This design comes from an exercise in tuning for small area, a short achievable clock period and few clock cycles per item on the open sky130 flow, not from production work. At most, simulation tests tie the RTL to the original design; equivalence was not proved. For runs 1 and 2, only the layout was checked, not whether the RTL still works.

==> flow/design.v (outline; a module is shown in full before it is edited, if it fits) <==
// module cordic_final: 1355 lines
// module cf_fa: 4 lines
// module cf_ha: 4 lines
module cordic_final (
    input  wire        clk,
    input  wire        rst_n,
    input  wire        start,
    input  wire [31:0] x_in,
    input  wire        func_select,
    output wire        busy,
    output reg         done,
    output wire [32:0] result
);
  // ...
==> flow/run.sh <==
#!/bin/bash
# synth_recipe.tcl (not shown) runs the flow's synth.tcl, then flattens the netlist and writes it again
# the make line also repeats each setting of config.mk as NAME=value (left out here)
make -C /OpenROAD-flow-scripts/flow DESIGN_CONFIG=/design/flow/config.mk WORK_HOME=/design/flow/orfs CLKGATE_MAP_FILE= SYNTH_SCRIPT=/design/flow/synth_recipe.tcl finish
==> flow/config.mk <==
export PLATFORM = sky130hd
export DESIGN_NAME = cordic_final
export DESIGN_NICKNAME = cordic_final
export VERILOG_FILES = /design/flow/design.v
export SDC_FILE = /design/flow/constraint.sdc
export NUM_CORES = 4
export LEC_CHECK = 0
export CAP_MARGIN = 20
export CORE_MARGIN = 2
export CORE_UTILIZATION = 40
export SLEW_MARGIN = 20
==> flow/constraint.sdc <==
create_clock -name core_clock -period 12.0 [get_ports {clk}]
set_input_delay 2.4000 -clock core_clock [delete_from_list [all_inputs] [get_ports {clk}]]
set_output_delay 2.4000 -clock core_clock [all_outputs]
set_load 0.01 [all_outputs]
==> run summary, run 1 <==
Port Buffers=53; number of flip-flops under the largest register name=35; Seq cells post-synth=863; total global routing track utilization=15.3%; remaining design rule violation count=0; Worst Setup Start Kind=flop; proportion of netlist area held by the largest area contributor=36.2%; critical path's top delay family=compound AO/OA/AOI/OAI gates; Non-clock buffers=73; H-tree depth reported by CTS=3; reg-to-reg setup timing slack=7.63 ns; register share of the cell area=33.4%; antenna fix cells=3; inverter count of the layout excluding clock inverters=299; most common cell in the netlist=sky130_fd_sc_hd__dfxtp_1; routed wirelength normalized by instance count=15.2 µm; capture point of the worst path=dq[5]; ANT nets after route=0; placement-stage worst setup slack=7.67 ns; clock-pin slew reported for the worst setup and hold paths after clock tree synthesis=0.06 ns; result of the run=finished clean; final total negative setup slack=0 ns; Global Route met1 Usage=19.7%; registers with the highest flip-flop counts=cma: 35 flops, cmb: 34 flops, Sr: 31 flops; most heavily used metal layer in global routing=met2; layout clock buffer count=127; number of synthesized flops with an enable pin=0
==> run 2, diff against run 1 <==
==> flow/flow/run.sh (new file) <==
#!/bin/bash
set -euo pipefail
bash standard.sh SETUP_SLACK_MARGIN=7.8 finish > standard_flow.log 2>&1
==> flow/standard.sh (new file) <==
#!/bin/bash
# synth_recipe.tcl (not shown) runs the flow's synth.tcl, then flattens the netlist and writes it again
# the make line also repeats each setting of config.mk as NAME=value (left out here)
make -C /OpenROAD-flow-scripts/flow DESIGN_CONFIG=/design/flow/config.mk WORK_HOME=/design/flow/orfs CLKGATE_MAP_FILE= SYNTH_SCRIPT=/design/flow/synth_recipe.tcl "${@:-finish}"
removed: flow/run.sh
==> run summary, run 2 <==
result of the run=finished clean (unchanged); placer congestion estimate=0.857 (unchanged); final total negative setup slack=0 ns (unchanged); Main synth FF type=sky130_fd_sc_hd__dfxtp_1 (unchanged); Setup WS post-layout=7.96 ns (was 7.63 ns); # IOs=71 (unchanged); Clock Sinks=863 (unchanged); number of endpoints failing setup at the final stage=0 (unchanged); total of fill cells in the finished design=10900 (about the same); registers with the highest flip-flop counts=cma: 35 flops, cmb: 34 flops, Sr: 31 flops (unchanged); synthesized instance count=4438 (unchanged); worst-path maximum fanout=19 (was 42); multi-input gate area in the final layout=0.0277 mm² (about the same); RSZ-0062 raised after global routing=no (unchanged); Die Area=0.120 mm² (unchanged); biggest area contributors in the synthesized netlist=sky130_fd_sc_hd__dfxtp_1, sky130_fd_sc_hd__fa_1, sky130_fd_sc_hd__ha_1 (unchanged); first-pass GRT wire length=152000 µm (about the same); mapped cell area=0.0469 mm² (unchanged); vertical die dimension=346 µm (unchanged); placement-stage worst setup slack=7.67 ns (unchanged); H-tree depth reported by CTS=3 (unchanged); vias in the first global route=30400 (about the same); period utilisation layout=33.7% (was 36.4%); count of TritonRoute iterations in the first routing pass=6 (was 5); ys async rst share=1.85% (unchanged); routed via count=29900 (about the same); worst min-delay path category=flop to flop (unchanged); cell accounting for the most synthesized area=sky130_fd_sc_hd__dfxtp_1 (unchanged); number of violations of the max-capacitance limit=0 (unchanged); initial antenna violation count=2 (unchanged); fraction of final layout cells with drive strength greater than 1=6.10% (was 5.69%); count of placed standard cells including taps=5871 (unchanged); register with the most flip-flops=cma (unchanged); Port Buffers=53 (unchanged); pin count of the biggest net entering global routing=70 (unchanged); Setup Crit Path Kind=flop to output port (was flop to flop); headroom to the max-slew limit=27.8% (was 28.2%); sequential area share after synthesis=37.0% (unchanged); aggregate routed wire length=91600 µm (was 91700 µm); maximum count of clock buffers along a single path=3 (unchanged); layout net count=5289 (was 5283); leading cell types by count after synthesis=sky130_fd_sc_hd__dfxtp_1, sky130_fd_sc_hd__ha_1, sky130_fd_sc_hd__xnor2_1 (unchanged); net count of the mapped netlist=5281 (unchanged); leading cell types in the layout, fill and taps excluded=sky130_fd_sc_hd__dfxtp_1, sky130_fd_sc_hd__ha_1, sky130_fd_sc_hd__xnor2_1, sky130_fd_sc_hd__fa_1, sky130_fd_sc_hd__nor2_1 (unchanged); worst skew pair latency=0.66 ns (about the same); clock period minus final worst setup slack=4.04 ns (was 4.37 ns); distinct cell type count after synthesis=72 (unchanged); Highest Clock Rate=248 MHz (was 229 MHz); number of synthesized flops with an enable pin=0 (unchanged); Worst Setup Start Kind=flop (unchanged); CTS Root Buffer Type=sky130_fd_sc_hd__clkbuf_16 (unchanged); core outline area=0.116 mm² (unchanged); actual slew at the worst max-slew pin=1.08 ns (about the same); remaining design rule violation count=0 (unchanged); number of buffers added by the clock tree synthesis step=91 (unchanged); proportion of netlist area held by the largest area contributor=36.2% (unchanged); number of slew-limit violations in the final report=0 (unchanged); post-route non-filler standard cell count=6049 (was 6043); Clock Skews=0.0248 ns (was 0.0258 ns); row count=125 (unchanged); number of flip-flops under the largest register name=35 (unchanged); delay of the slowest cell on the worst path=0.56 ns (was 0.46 ns); Worst Path Required=9.60 ns (was 12.49 ns); CTS tree=built (unchanged); slowest stage cell on the critical path=sky130_fd_sc_hd__clkdlybuf4s50_1 (was sky130_fd_sc_hd__inv_1); Seq cells post-synth=863 (unchanged); DR vias/cell=4.94 (about the same); most common library cell in the layout ignoring fill and taps=sky130_fd_sc_hd__dfxtp_1 (unchanged); ordered list of cells on the worst path=clkdlybuf4s50_1 (was buf_4, inv_1, nor2_1, o31ai_1, ha_1, a21o_1, a21oi_1, o21ai_0, a21oi_1, o21bai_1, a41oi_1, and4b_1, nor3_1, nor4_1, buf_4, a21oi_1, xor2_1); worst hold margin=0.313 ns (about the same); YS warnings=1 (unchanged); Initial DRC Count=1347 (was 1418); ANT nets after route=0 (unchanged); clock-pin slew reported for the worst setup and hold paths after clock tree synthesis=0.06 ns (about the same); most common cell in the netlist=sky130_fd_sc_hd__dfxtp_1 (unchanged); critical path's top delay family=buffers and inverters (was compound AO/OA/AOI/OAI gates); total global routing track utilization=15.3% (about the same); number of failing hold endpoints at the final stage=0 (unchanged); Critical Path Sink Type=output port (was flop); global route total overflow=0 (unchanged); area delta synth->final=11.2% (was 11.0%); half-perimeter wire length of the detailed placement result=68800 µm (unchanged); footprint of the flip-flops and latches=0.0174 mm² (about the same); Buf+Inv Stages, Crit Path=1 (was 3); Mean Syn Cell Area=10.6 µm² (unchanged); starting utilization of the core area=40.3% (unchanged); Worst EP arrival=1.64 ns (was 4.86 ns); routed wirelength normalized by instance count=15.2 µm (about the same); die width=346 µm (unchanged)
[run 2: cell count changes in the layout (fill, tap and decap cells not counted), sizes merged]
cell,change
inv,-4
buf,+6
clkinvlp,+4
[run 2: final timing paths]
check,from,to,slack [ns],cells past startpoint
max reg2reg,dq_p10[3],xs13[14],8.04,14
min reg2reg,fsr_p2,fsr_p3,0.31,0
max,res[14],result[29],7.96,1
min,fsr_p2,fsr_p3,0.31,0
max in group asynchronous,rst_n,vld[14],9.37,1
min in group asynchronous,rst_n,vld[4],2.17,1
[run 2: layout make-up]
cell class                 count  area share [%]
sequential                   863            33.3
antenna                        3          0.0144
multi-input combinational   3112            53.2
tap                         1524            3.66
clock buffer                 127            5.09
timing repair buffer          79            1.39
inverter                     299            2.18
clock inverter                42            1.13
[run 2: routing by layer]
layer  vias up  track usage, %  wire length [µm]
met5         -               0                 0
met4         0            4.65              2340
met3       137            2.30              3450
met2       513            26.3             43400
met1     14000            19.7             42400
li1      15200               -                 -
[run 2: Yosys stat by module, one instance, submodules excluded]
| module | times used | cell area [µm²] | cells inside |
|---|---|---|---|
| cordic_final | 1 | 40700 | 4130 |
| cf_fa | 308 | 20.0 | 1 |
[run 2: cell families after synthesis]
family / after synthesis / synth area share, %
compound gates: 936 / 13.3
xor+xnor: 561 / 10.5
fa+ha+maj: 807 / 26.8
buf+inv: 463 / 3.87
flops: 863 / 37.0
mux: 27 / 0.646
other cells: 1 / 0.00800
simple gates: 780 / 7.85
[run 2: repair_timing]
item	4_1_cts	5_1_grt
hold buffers	0	0
buffers inserted	1	5
endpoints found under the setup margin	32	39
gates resized for setup	4	11
[run 2: metrics by stage]
stage          util (%)  area, µm²
2_1_floorplan         -      46900
3_3_place_gp       42.0      48800
3_5_place_dp       42.0      48800
4_1_cts            44.8      52000
5_1_grt            44.8      52100
6_report           44.8      52100
==> run 3, diff against run 2 <==
--- a/flow/design.v
+++ b/flow/design.v
@@ -1353,12 +1353,12 @@
         else begin vld <= {vld[13:0], start}; done <= vld[14]; end
     end
 endmodule
-(* keep_hierarchy = "yes" *)
+(* keep_hierarchy = "yes", use_dsp = "yes" *)
 module cf_fa (input wire a, input wire b, input wire c, output wire s, output wire co);
     assign s = a ^ b ^ c;
     assign co = (a & b) | (a & c) | (b & c);
 endmodule
-(* keep_hierarchy = "yes" *)
+(* keep_hierarchy = "yes", use_dsp = "yes" *)
 module cf_ha (input wire a, input wire b, output wire s, output wire co);
     assign s = a ^ b;
     assign co = a & b;
==> run summary, run 3 <==
vertical die dimension=346 µm (unchanged); critical path's top delay family=buffers and inverters (unchanged); net count of the mapped netlist=5281 (unchanged); total of fill cells in the finished design=10900 (unchanged); number of flip-flops under the largest register name=35 (unchanged); number of slew-limit violations in the final report=0 (unchanged); routed via count=29900 (unchanged); proportion of netlist area held by the largest area contributor=36.2% (unchanged); sequential area share after synthesis=37.0% (unchanged); Setup Crit Path Kind=flop to output port (unchanged); worst min-delay path category=flop to flop (unchanged); cell accounting for the most synthesized area=sky130_fd_sc_hd__dfxtp_1 (unchanged); vias in the first global route=30400 (unchanged); global route total overflow=0 (unchanged); leading cell types by count after synthesis=sky130_fd_sc_hd__dfxtp_1, sky130_fd_sc_hd__ha_1, sky130_fd_sc_hd__xnor2_1 (unchanged); number of failing hold endpoints at the final stage=0 (unchanged); leading cell types in the layout, fill and taps excluded=sky130_fd_sc_hd__dfxtp_1, sky130_fd_sc_hd__ha_1, sky130_fd_sc_hd__xnor2_1, sky130_fd_sc_hd__fa_1, sky130_fd_sc_hd__nor2_1 (unchanged); headroom to the max-slew limit=27.8% (unchanged); # IOs=71 (unchanged); clock period minus final worst setup slack=4.04 ns (unchanged); count of TritonRoute iterations in the first routing pass=6 (unchanged); ys async rst share=1.85% (unchanged); fraction of final layout cells with drive strength greater than 1=6.10% (unchanged); placer congestion estimate=0.857 (unchanged); number of violations of the max-capacitance limit=0 (unchanged); Clock Sinks=863 (unchanged); H-tree depth reported by CTS=3 (unchanged); Buf+Inv Stages, Crit Path=1 (unchanged); register with the most flip-flops=cma (unchanged); distinct cell type count after synthesis=72 (unchanged); reg-to-reg setup timing slack=8.04 ns (about the same); biggest area contributors in the synthesized netlist=sky130_fd_sc_hd__dfxtp_1, sky130_fd_sc_hd__fa_1, sky130_fd_sc_hd__ha_1 (unchanged); die width=346 µm (unchanged); multi-input gate area in the final layout=0.0277 mm² (unchanged); actual slew at the worst max-slew pin=1.08 ns (unchanged); slowest stage cell on the critical path=sky130_fd_sc_hd__clkdlybuf4s50_1 (unchanged); Mean Syn Cell Area=10.6 µm² (unchanged); most common cell in the netlist=sky130_fd_sc_hd__dfxtp_1 (unchanged); total global routing track utilization=15.3% (unchanged); routed wirelength normalized by instance count=15.2 µm (unchanged); Worst Setup Start Kind=flop (unchanged); result of the run=finished clean (unchanged); number of buffers added by the clock tree synthesis step=91 (unchanged); most common library cell in the layout ignoring fill and taps=sky130_fd_sc_hd__dfxtp_1 (unchanged); # hold bufs at CTS=0 (unchanged); Worst EP arrival=1.64 ns (about the same); number of synthesized flops with an enable pin=0 (unchanged); Crit path depth=1 (unchanged); origin of the worst min-delay path=fsr_p2 (unchanged); clock-pin slew reported for the worst setup and hold paths after clock tree synthesis=0.06 ns (about the same); delay of the slowest cell on the worst path=0.56 ns (about the same); core outline area=0.116 mm² (unchanged); CTS Root Buffer Type=sky130_fd_sc_hd__clkbuf_16 (unchanged); ordered list of cells on the worst path=clkdlybuf4s50_1 (unchanged); registers with the highest flip-flop counts=cma: 35 flops, cmb: 34 flops, Sr: 31 flops (unchanged); row count=125 (unchanged); RSZ-0062 raised after global routing=no (unchanged); Critical Path Sink Type=output port (unchanged); remaining design rule violation count=0 (unchanged); area delta synth->final=11.2% (unchanged); aggregate routed wire length=91600 µm (unchanged); layout net count=5289 (unchanged); initial antenna violation count=2 (unchanged); period utilisation layout=33.7% (unchanged); mapped cell area=0.0469 mm² (unchanged); Initial DRC Count=1347 (unchanged); Main synth FF type=sky130_fd_sc_hd__dfxtp_1 (unchanged); Highest Clock Rate=248 MHz (unchanged); ANT nets after route=0 (unchanged); synthesized instance count=4438 (unchanged); beginning of the worst register-to-register path=dq_p10[3] (unchanged); number of endpoints failing setup at the final stage=0 (unchanged); starting utilization of the core area=40.3% (unchanged); CTS tree=built (unchanged); worst skew pair latency=0.66 ns (about the same); Worst Path Required=9.60 ns (about the same); Seq cells post-synth=863 (unchanged); first-pass GRT wire length=152000 µm (unchanged); Clock Skews=0.0248 ns (unchanged); YS warnings=1 (unchanged); Worst Reg-to-Reg Cells=14 (unchanged); Port Buffers=53 (unchanged); final total negative setup slack=0 ns (unchanged); DR vias/cell=4.94 (unchanged); capture point of the worst path=result[29] (unchanged); worst reg2reg endpoint=xs13[14] (unchanged); maximum count of clock buffers along a single path=3 (unchanged); Die Area=0.120 mm² (unchanged); critical path launch point=res[14] (unchanged); pin count of the biggest net entering global routing=70 (unchanged); half-perimeter wire length of the detailed placement result=68800 µm (unchanged); worst-path maximum fanout=19 (unchanged); footprint of the flip-flops and latches=0.0174 mm² (unchanged)
[run 3: cell counts after synthesis]
Identical to the previous run, type by type.
[run 3: worst min-delay path by stage]
stage                endpoint  slack, ns  depth (start not counted)
floorplan           cf_p10[0]       0.31                          0
CTS                  dq_p5[4]       0.31                          0
finish                 fsr_p3       0.31                          0
detailed placement  cf_p12[9]       0.31                          0
global route           fsr_p3       0.32                          0
global placement     cf_p8[8]       0.31                          0
[run 3: repair_timing]
| item | 4_1_cts | 5_1_grt |
|---|---|---|
| hold endpoints to repair | 0 | 0 |
| setup buffers | 1 | 5 |
| endpoints found under the setup margin | 32 | 39 |
| resized for setup | 4 | 11 |
[run 3: metrics by stage]
step                area [µm²]  std cells  hold slack [ns]  setup slack [ns]  util (%)
floorplan                46900       4438            0.310              8.10         -
global placement         48800       5871            0.310              7.68      42.0
detailed placement       48800       5871            0.312              7.67      42.0
CTS                      52000       6041            0.311              7.80      44.8
global route             52100       6049            0.320              7.82      44.8
finish                   52100       6049            0.313              7.96      44.8
[run 3: layout make-up]
| class | count | share of cell area, % |
|---|---|---|
| Antenna cell | 3 | 0.0144 |
| Clock buffer | 127 | 5.09 |
| Clock inverter | 42 | 1.13 |
| Inverter | 299 | 2.18 |
| Multi-Input combinational cell | 3112 | 53.2 |
| Sequential cell | 863 | 33.3 |
| Tap cell | 1524 | 3.66 |
| Timing Repair Buffer | 79 | 1.39 |
[run 3: logic make-up after synthesis]
| family | Yosys count | synth area share [%] |
|---|---|---|
| other cells | 1 | 0.00800 |
| buf+inv | 463 | 3.87 |
| mux | 27 | 0.646 |
| flops | 863 | 37.0 |
| compound gates | 936 | 13.3 |
| fa+ha+maj | 807 | 26.8 |
| simple gates | 780 | 7.85 |
| xor+xnor | 561 | 10.5 |
[run 3: per-module statistics from Yosys, one instance, submodules excluded]
module | area [µm²] | times used
cf_fa | 20.0 | 308
cordic_final | 40700 | 1
[run 3: layer usage]
metal | wire length (µm) | up-vias | global-route usage (%)
met4 | 2340 | 0 | 4.65
met3 | 3450 | 137 | 2.30
met2 | 43400 | 513 | 26.3
met1 | 42400 | 14000 | 19.7
met5 | 0 | - | 0
li1 | - | 15200 | -
Testbench counts of run 3, summed over its fixed seeds: cycles 2,176, items 2,048.

[port drivers added, routing unchanged]
In the flow no input, the clock included, has a driving cell. The finished layouts below were timed again as built, in two steps.
Step 1 (the two cells are an assumption about what drives the block):
set clk [get_ports {clk}]
set_driving_cell -lib_cell sky130_fd_sc_hd__clkbuf_16 $clk
set_driving_cell -lib_cell sky130_fd_sc_hd__buf_2 [delete_from_list [all_inputs] $clk]
Step 2 moves the port delays by t, midway between the first and last clock arrival at a register: inputs arrive t later, outputs are due t later. That takes back most of the time a late clock gives input paths.
a / b / c = no drivers / after step 1 / after step 2; a / b = the first two.
run | t, ns | slack for setup (ns) | clock arrival spread, ns | cell pins on the clock port's net
run 1 | 0.713 | 7.631 / 7.631 / 7.631 | 0.028 / 0.028 | 1
run 2 | 0.713 | 7.962 / 7.893 / 8.045 | 0.027 / 0.028 | 1
run 3 | 0.713 | 7.962 / 7.893 / 8.045 | 0.027 / 0.028 | 1
After both steps setup and hold are still met in every run listed.
